Source: an optimization exercise on an open RTL-to-GDS flow (aim: small area). Production flows keep margins and buffers that such runs may drop.
In this exercise RTL edits were held to simulation tests only and were not proved equivalent to the original.
Power is estimated from default activity; no workload was simulated.

==> run a <==
// LTSSM
module LTSSM(
    input            clk,  
    input            rst,
    input            mode,  
    input            lane0_rx_det,
    input            lane1_rx_det,
    input            lane2_rx_det,
    input            lane3_rx_det,
    input            lane0_idle_break,
    input            lane1_idle_break,
    input            lane2_idle_break,
    input            lane3_idle_break,
    output           lane0_rx_det_seq_req,
    output           lane1_rx_det_seq_req,
    output           lane2_rx_det_seq_req,
    output           lane3_rx_det_seq_req,
    input            lane0_rx_det_seq_ack,
    input            lane1_rx_det_seq_ack,
    input            lane2_rx_det_seq_ack,
    input            lane3_rx_det_seq_ack,
    input[127:0]     lane0_ts_i,
    input            lane0_ts_i_vld,
    output[127:0]    lane0_ts_o,
    output           lane0_ts_o_vld,
    input[127:0]     lane1_ts_i,
    input            lane1_ts_i_vld,
    output[127:0]    lane1_ts_o,
    output           lane1_ts_o_vld,
    input[127:0]     lane2_ts_i,
    input            lane2_ts_i_vld,
    output[127:0]    lane2_ts_o,
    output           lane2_ts_o_vld,
    input[127:0]     lane3_ts_i,
    input            lane3_ts_i_vld,
    output[127:0]    lane3_ts_o,
    output           lane3_ts_o_vld,
    input            lane0_tx_fifo_full,
    input            lane1_tx_fifo_full,
    input            lane2_tx_fifo_full,
    input            lane3_tx_fifo_full,
    output[5:0]      curr_speed,
    output           linkup
);
clock: 8.0 ns
lec_check: 0
cap_margin: 0
core_area: 10 10 390 390
die_area: 0 0 400 400
slew_margin: 0
standard.sh (not shown) runs the stock make flow with config.mk's settings and CLKGATE_MAP_FILE= SYNTH_SCRIPT=/design/flow/synth_recipe.tcl, a recipe that flattens the netlist after the stock synthesis.
==> flow/flow/run.sh <==
#!/bin/bash
# Standard layout (standard.sh) with these changes:
#  - synthesis maps the logic with an area-oriented ABC script (flow/abc_area.script);
#    the registers and every other synthesis step are the standard ones;
#  - the port buffers are the smallest buffer cell (every port still gets one);
#  - one tie cell drives all constant outputs instead of one tie cell each;
#  - clock tree: larger sink clusters and no dummy loads.
set -euo pipefail
{ head -n 1 synth_recipe.tcl; cat flow/abc_wrap.tcl; tail -n +2 synth_recipe.tcl; } > area_synth.tcl
export FLOW_ABC_SCRIPT="$PWD/flow/abc_area.script"
export BUFFER_PORTS_ARGS="-buffer_cell sky130_fd_sc_hd__buf_1"
export SKIP_REPAIR_TIE_FANOUT=1
export CTS_ARGS="-sink_clustering_enable -repair_clock_nets -sink_clustering_size 28 -sink_clustering_max_diameter 80 -dont_use_dummy_load"
bash standard.sh SYNTH_SCRIPT="$PWD/area_synth.tcl" finish > standard.log 2>&1
==> flow/flow/abc_area.script <==
&get -n
&st
&syn2
&dch -f
&nf -a -R 1000
&st
&dch -f
&nf -a -R 1000
&put
mfs3 -ae
topo
stime -c
dnsize -c
==> flow/flow/abc_wrap.tcl <==
# Run ABC with the area-oriented script given in FLOW_ABC_SCRIPT instead of
# the one the standard synthesis picks; everything else stays as it is.
proc abc {args} {
  set i [lsearch -exact $args -script]
  if { $i >= 0 } {
    lset args [expr { $i + 1 }] $::env(FLOW_ABC_SCRIPT)
  }
  puts "abc (area script): $args"
  yosys abc {*}$args
}
==> run b: changes against run a <==
--- a/flow/design.v
+++ b/flow/design.v
@@ -20,13 +20,16 @@
 reg [2:0]  cs, cs_n;
 reg        pulse, pulse_n;
 reg [3:0]  ti, ti_n;
 reg        upd, upd_n;
 reg        req, req_n;
-reg        shown;
-wire       show_cs = ts_info[3] & (ts_info[2:0] == cs);
-assign cfg_new = show_cs & ~shown;
+reg [2:0]  lcfg;                      
+assign cfg_new = ts_info[3] & (ts_info[2:0] != lcfg);
+always @(posedge clk) begin
+    if (rst) lcfg <= 3'd0;
+    else if (ts_info[3]) lcfg <= ts_info[2:0];
+end
 assign rx_det_seq_req = req;
 assign ts_info = ti;
 assign ts_update = upd;
 assign linkup = (st == CFG) && (cs == 3'd5);
 reg  [31:0] q;
@@ -53,15 +56,10 @@
     end else begin
         st <= st_n; ps <= ps_n; cs <= cs_n; pulse <= pulse_n;
         ti <= ti_n; upd <= upd_n; req <= req_n;
     end
 end
-always @(posedge clk) begin
-    if (rst) shown <= 1'b1;
-    else if (cs_n != cs) shown <= 1'b0;
-    else if (show_cs) shown <= 1'b1;
-end
 always @* begin
     st_n = st; ps_n = ps; cs_n = cs; pulse_n = pulse; ti_n = ti; upd_n = upd; req_n = req;
     if (~pulse) begin
         pulse_n = 1'b1;
         if (st[1]) begin
@@ -90,11 +88,11 @@
                     st_n = CFG; ps_n = 1'b0; pulse_n = 1'b0;
                 end
                 if (timeout) st_n = DQ;
             end
         CFG: begin
-                if (tsa_cfg && shown && cs != 3'd5) begin
+                if (tsa_cfg && cs == lcfg && cs != 3'd5) begin
                     cs_n = cs + 3'd1; pulse_n = 1'b0;
                 end
                 if (timeout) st_n = DQ;
             end
     endcase
@@ -114,11 +112,11 @@
     output               to_tsa_update_ack,
     output               ts_valid,
     output [127:0]       ts,
     input                ts_tx_fifo_full
 );
-wire       is_poll = ~ts_info[3];    
+wire       is_poll = ~ts_info[3] & ts_info[1];
 wire       is_cfg  = ts_info[3];
 wire [2:0] sub     = ts_info[2:0];
 wire       complete = (sub == 3'd4);
 reg        gs, gs_n;
 reg        tack, tack_n;
@@ -136,22 +134,22 @@
 assign ts_update_ack = tack;
 assign to_tsa_update_ack = uack;
 assign to_tsa_ts_sent_enough = se;
 assign ts_valid = vld;
 wire tsa_update = from_tsa_rcv_link_num_vld | from_tsa_rcv_lane_num_vld;
-reg  [10:0] nleft;
+reg  [10:0] left;
 wire [11:0] b;
 assign b[0] = ~ts_tx_fifo_full;
 genvar gi;
-generate for (gi = 0; gi < 11; gi = gi + 1) begin : g_cnt
-    assign b[gi+1] = b[gi] & nleft[gi];
+generate for (gi = 0; gi < 11; gi = gi + 1) begin : g_dec
+    assign b[gi+1] = b[gi] & ~left[gi];
 end endgenerate
 wire [10:0] target = is_poll ? (ts_info[0] ? 11'd16 : 11'd1024) : (complete ? 11'd16 : 11'd2);
-wire ge = &nleft;
+wire ge = ~|left;
 always @(posedge clk) begin
-    if (~gs) nleft <= ~target;
-    else     nleft <= nleft ^ b[10:0];
+    if (~gs) left <= target;
+    else     left <= left ^ b[10:0];
 end
 always @(posedge clk) begin
     if (rst) begin
         gs <= 1'b0; tack <= 1'b0; uack <= 1'b0; se <= 1'b0; vld <= 1'b0;
         lka <= 1'b0; lna <= 1'b0; t1 <= 1'b0; t2 <= 1'b0;
@@ -237,56 +235,50 @@
     output       e2_num,      
     output       m1,          
     output       m2,          
     output       ts2m         
 );
+wire       is_poll = ~ts_info[3] & ts_info[1];
+wire       is_cfg  = ts_info[3];
 wire [2:0] sub     = ts_info[2:0];
 reg as, tack, rt8, ret2, re1, re2, rm1, rm2, rts2m;
 assign ts_update_ack = tack;
 assign active = as;
 assign upd_new = ts_update & ~tack;
 assign t8 = rt8; assign et2 = ret2; assign e1_link = re1; assign e2_num = re2;
 assign m1 = rm1; assign m2 = rm2; assign ts2m = rts2m;
-wire load = ~as & ts_update;
 always @(posedge clk) begin
     if (rst) begin
-        as <= 1'b0; tack <= 1'b0; rts2m <= 1'b0;
+        as <= 1'b0; tack <= 1'b0; rt8 <= 1'b0; ret2 <= 1'b0; re1 <= 1'b0; re2 <= 1'b0;
+        rm1 <= 1'b0; rm2 <= 1'b0; rts2m <= 1'b0;
     end else if (~as) begin
         if (ts_update) begin
             as <= 1'b1;
             tack <= 1'b1;
-            if (~ts_info[3]) begin
-            end else if (sub == 3'd2) begin
-                rts2m <= 1'b1;
+            if (is_poll) begin
+                rt8 <= 1'b1; ret2 <= ts_info[0]; re1 <= 1'b0; re2 <= 1'b0;
+                rm1 <= 1'b0; rm2 <= 1'b0;
+            end else if (is_cfg) begin
+                rt8 <= (sub == 3'd0) | (sub == 3'd4);
+                ret2 <= (sub == 3'd4);
+                case (sub)
+                    3'd0: begin rm1 <= 1'b1; rm2 <= 1'b0; re2 <= 1'b0; end
+                    3'd1:   begin rm1 <= 1'b0; rm2 <= 1'b1; re1 <= 1'b1; end
+                    3'd2:  begin rm1 <= 1'b0; rm2 <= 1'b1; rts2m <= 1'b1; end
+                    3'd4: begin rm1 <= 1'b0; rm2 <= 1'b0; re1 <= 1'b1; re2 <= 1'b1; end
+                    default: ;
+                endcase
             end
         end
     end else begin
         tack <= 1'b0;
         if (ts_update & ~tack) begin
             as <= 1'b0;
             tack <= 1'b1;
         end
     end
 end
-always @(posedge clk) begin
-    if (load) begin
-        if (~ts_info[3]) begin
-            rt8 <= 1'b1; ret2 <= ts_info[0]; re1 <= 1'b0; re2 <= 1'b0;
-            rm1 <= 1'b0; rm2 <= 1'b0;
-        end else begin
-            rt8 <= (sub == 3'd0) | (sub == 3'd4);
-            ret2 <= (sub == 3'd4);
-            case (sub)
-                3'd0: begin rm1 <= 1'b1; rm2 <= 1'b0; re2 <= 1'b0; end
-                3'd1:   begin rm1 <= 1'b0; rm2 <= 1'b1; re1 <= 1'b1; end
-                3'd2:  begin rm1 <= 1'b0; rm2 <= 1'b1; end
-                3'd4: begin rm1 <= 1'b0; rm2 <= 1'b0; re1 <= 1'b1; re2 <= 1'b1; end
-                default: ;
-            endcase
-        end
-    end
-end
 endmodule
 module tsa #(parameter [7:0] LANE = 8'h01) (
     input                clk,
     input                rst,
     input  [3:0]         ts_info,
@@ -310,11 +302,11 @@
     output               tsa_p_a2c,
     output               tsa_p2c,
     input                cfg_new,           
     output               tsa_cfg            
 );
-wire       is_poll = ~ts_info[3];    
+wire       is_poll = ~ts_info[3] & ts_info[1];
 wire       is_cfg  = ts_info[3];
 wire [2:0] sub     = ts_info[2:0];
 reg [15:0] cnt;
 reg        f_pa2c, f_p2c;
 reg        f_cfg;
@@ -344,12 +336,11 @@
 wire       r1_link = (r1 == link_num);
 wire       r2_lane = (r2 == lane_num);
 wire       r2_wl   = (r2 == LANE);
 wire       r2_pad  = (r2 == 8'hF7);
 wire       eq_c    = (r0 == 8'hBC) & (r3 == 8'hFF) & (r4 == 8'h3E) & (r5 == 8'h00);
-wire       r1_00   = (r1 == 8'h00);
-wire       eq1     = e1_link ? (link_acq ? r1_link : r1_00) : (r1 == 8'hF7);
+wire       eq1     = e1_link ? r1_link : (r1 == 8'hF7);
 wire       eq2     = e2_num ? (mode ? r2_lane : r2_wl) : r2_pad;
 wire       eq_id   = et2 ? all_ts2 : all_ts1;
 wire       base    = eq_c & eq_id;
 wire       full    = base & eq1 & eq2;
 wire       mm      = base & (m1 | eq1) & (m2 | eq2);
@@ -367,11 +358,11 @@
         else if (ge & (to_tsa_ts_sent_enough | ~t8)) clr = 1'b1;
     end
     if (is_cfg) begin
         case (sub)
             3'd0: begin
-                inc = vm & (mode | r1_00);
+                inc = vm & (mode | (r1 == 8'h00));
                 if (ge) clr = 1'b1;
             end
             3'd1: begin
                 if (~mode) clr = 1'b1;
                 else begin
@@ -391,14 +382,10 @@
             default: ;
         endcase
         if (upd_new) clr = 1'b1;
     end
 end
-always @(posedge clk) begin
-    if (active & is_cfg & (sub == 3'd0) & mode & ~link_acq & vm)
-        link_num <= r1;
-end
 wire [16:0] cc;
 assign cc[0] = inc;
 genvar gi;
 generate for (gi = 0; gi < 16; gi = gi + 1) begin : g_inc
     assign cc[gi+1] = cc[gi] & cnt[gi];
@@ -407,50 +394,50 @@
     cnt <= (cnt ^ cc[15:0]) & {16{active & ~clr}};
 end
 always @(posedge clk) begin
     if (rst) begin
         f_pa2c <= 1'b0; f_p2c <= 1'b0; f_cfg <= 1'b0;
-        lane_num <= 8'd0;
+        link_num <= 8'd0; lane_num <= 8'd0;
         link_vld <= 1'b0; lane_vld <= 1'b0; link_acq <= 1'b0; lane_acq <= 1'b0;
     end else begin
         if (cfg_new) f_cfg <= 1'b0;
         if (active) begin
-            if (is_poll & ~upd_new & ge & (to_tsa_ts_sent_enough | ~t8)) begin
-                f_pa2c <= ~ts_info[0];
-                f_p2c <= ts_info[0];
-            end
-            if (is_cfg) begin
-                case (sub)
-                    3'd0: begin
-                        if (ge) f_cfg <= 1'b1;
-                        if (mode) begin
-                            if (~link_acq) begin
-                                if (vm) begin
-                                    link_vld <= 1'b1; link_acq <= 1'b1;
-                                end
-                            end else if (from_tsg_update_ack) begin
-                                link_vld <= 1'b0;
+        if (is_poll & ~upd_new & ge & (to_tsa_ts_sent_enough | ~t8)) begin
+            f_pa2c <= ~ts_info[0];
+            f_p2c <= ts_info[0];
+        end
+        if (is_cfg) begin
+            case (sub)
+                3'd0: begin
+                    if (ge) f_cfg <= 1'b1;
+                    if (mode) begin
+                        if (~link_acq) begin
+                            if (vm) begin
+                                link_num <= r1; link_vld <= 1'b1; link_acq <= 1'b1;
                             end
+                        end else if (from_tsg_update_ack) begin
+                            link_vld <= 1'b0;
                         end
                     end
-                    3'd1: begin
-                        if (~mode | ge) f_cfg <= 1'b1;
-                        if (mode) begin
-                            if (~lane_acq) begin
-                                if (vm) begin
-                                    lane_num <= r2; lane_vld <= r2_wl; lane_acq <= r2_wl;
-                                end
-                            end else if (from_tsg_update_ack) begin
-                                lane_vld <= 1'b0;
+                end
+                3'd1: begin
+                    if (~mode | ge) f_cfg <= 1'b1;
+                    if (mode) begin
+                        if (~lane_acq) begin
+                            if (vm) begin
+                                lane_num <= r2; lane_vld <= r2_wl; lane_acq <= r2_wl;
                             end
+                        end else if (from_tsg_update_ack) begin
+                            lane_vld <= 1'b0;
                         end
                     end
-                    3'd2, 3'd3: if (ge) f_cfg <= 1'b1;
-                    3'd4: if (ge & to_tsa_ts_sent_enough) f_cfg <= 1'b1;
-                    default: ;
-                endcase
-            end
+                end
+                3'd2, 3'd3: if (ge) f_cfg <= 1'b1;
+                3'd4: if (ge & to_tsa_ts_sent_enough) f_cfg <= 1'b1;
+                default: ;
+            endcase
+        end
         end
     end
 end
 endmodule
 module LTSSM(
==> flow/flow/run.sh (replaced) <==
#!/bin/bash
# Standard layout with two changes:
#  - synthesis maps the logic with an area-oriented ABC script (flow/abc_area.script);
#    the registers and every other synthesis step are the standard ones;
#  - the port buffers are the smallest buffer cell.
set -euo pipefail
{ head -n 1 synth_recipe.tcl; cat flow/abc_wrap.tcl; tail -n +2 synth_recipe.tcl; } > area_synth.tcl
export FLOW_ABC_SCRIPT="$PWD/flow/abc_area.script"
export BUFFER_PORTS_ARGS="-buffer_cell sky130_fd_sc_hd__buf_1"
bash standard.sh SYNTH_SCRIPT="$PWD/area_synth.tcl" finish > standard.log 2>&1
==> flow/flow/abc_area.script (replaced) <==
&get -n
&st
&syn2
&dch -f
&nf -a -R 1000
&st
&dch -f
&nf -a -R 1000
&put
topo
stime -c
dnsize -c
CAP_MARGIN = 20   (was 0)
SLEW_MARGIN = 20   (was 0)
==> comparison table <==
	run a	run b
Met2 capacity usage during global routing	0.1789	0.1644
Post-layout instance count excluding filler cells	4579	4945
Routed length on met3	7418 um	8672 um
Synth top area share	0.2803	0.3154
Status	complete, no violations	complete, no violations
Worst Path Required	8430 ps	8470 ps
Area share of xor/xnor cells in the synthesized design	0.02279	0.02278
Post-route total power	2.945 mW	3.660 mW
Power dissipated by switching net loads	0.8130 mW	0.9610 mW
Hold WS	430.4 ps	426.6 ps
Placer congestion estimate	0.9083	0.9341
Heaviest power group	sequential cells	clock
Number of enable flip-flop cells after synthesis	38	0
Layout filler cell count	16499	16321
Power Sequential	1.61 mW	1.58 mW
Router iterations before antenna repair	7	6
Latest clock arrival within the worst-skew pair	560 ps	580 ps
Simple logic cell fraction of the synthesized area	0.2250	0.2502
Number of distinct library cell variants in the gate-level netlist after synthesis	53	55
Adder-cell share of the synthesized area	0.08661	0.08485

==> afterwards: timing with drivers on the ports <==
No port has a modelled driver above. Below, the same layouts with a new extraction and two added sets of constraints. Step 1 assumes that a clkbuf_16 drives the clock port and a buf_2 every other input. Step 2 also shifts input and output timing later by t, the mid clock arrival at the registers, as if the neighbouring blocks saw the same clock. Slacks: ideal ports / drivers / drivers and shift; pairs: ideal ports / drivers.
| run | t, ns | setup slack, ns | clock arrival spread, ns | worst register clock-pin slew, ns |
|---|---|---|---|---|
| run a | 0.609 | 0.670 / 0.667 / 0.058 | 0.053 / 0.054 | 0.11 / 0.11 |
| run b | 0.633 | 0.724 / 0.762 / 0.129 | 0.036 / 0.036 | 0.06 / 0.06 |
After both steps setup and hold are still met in every run listed. For run a, which loses most, drivers alone change the setup slack by -0.003 ns; drivers and shift together by -0.612 ns.
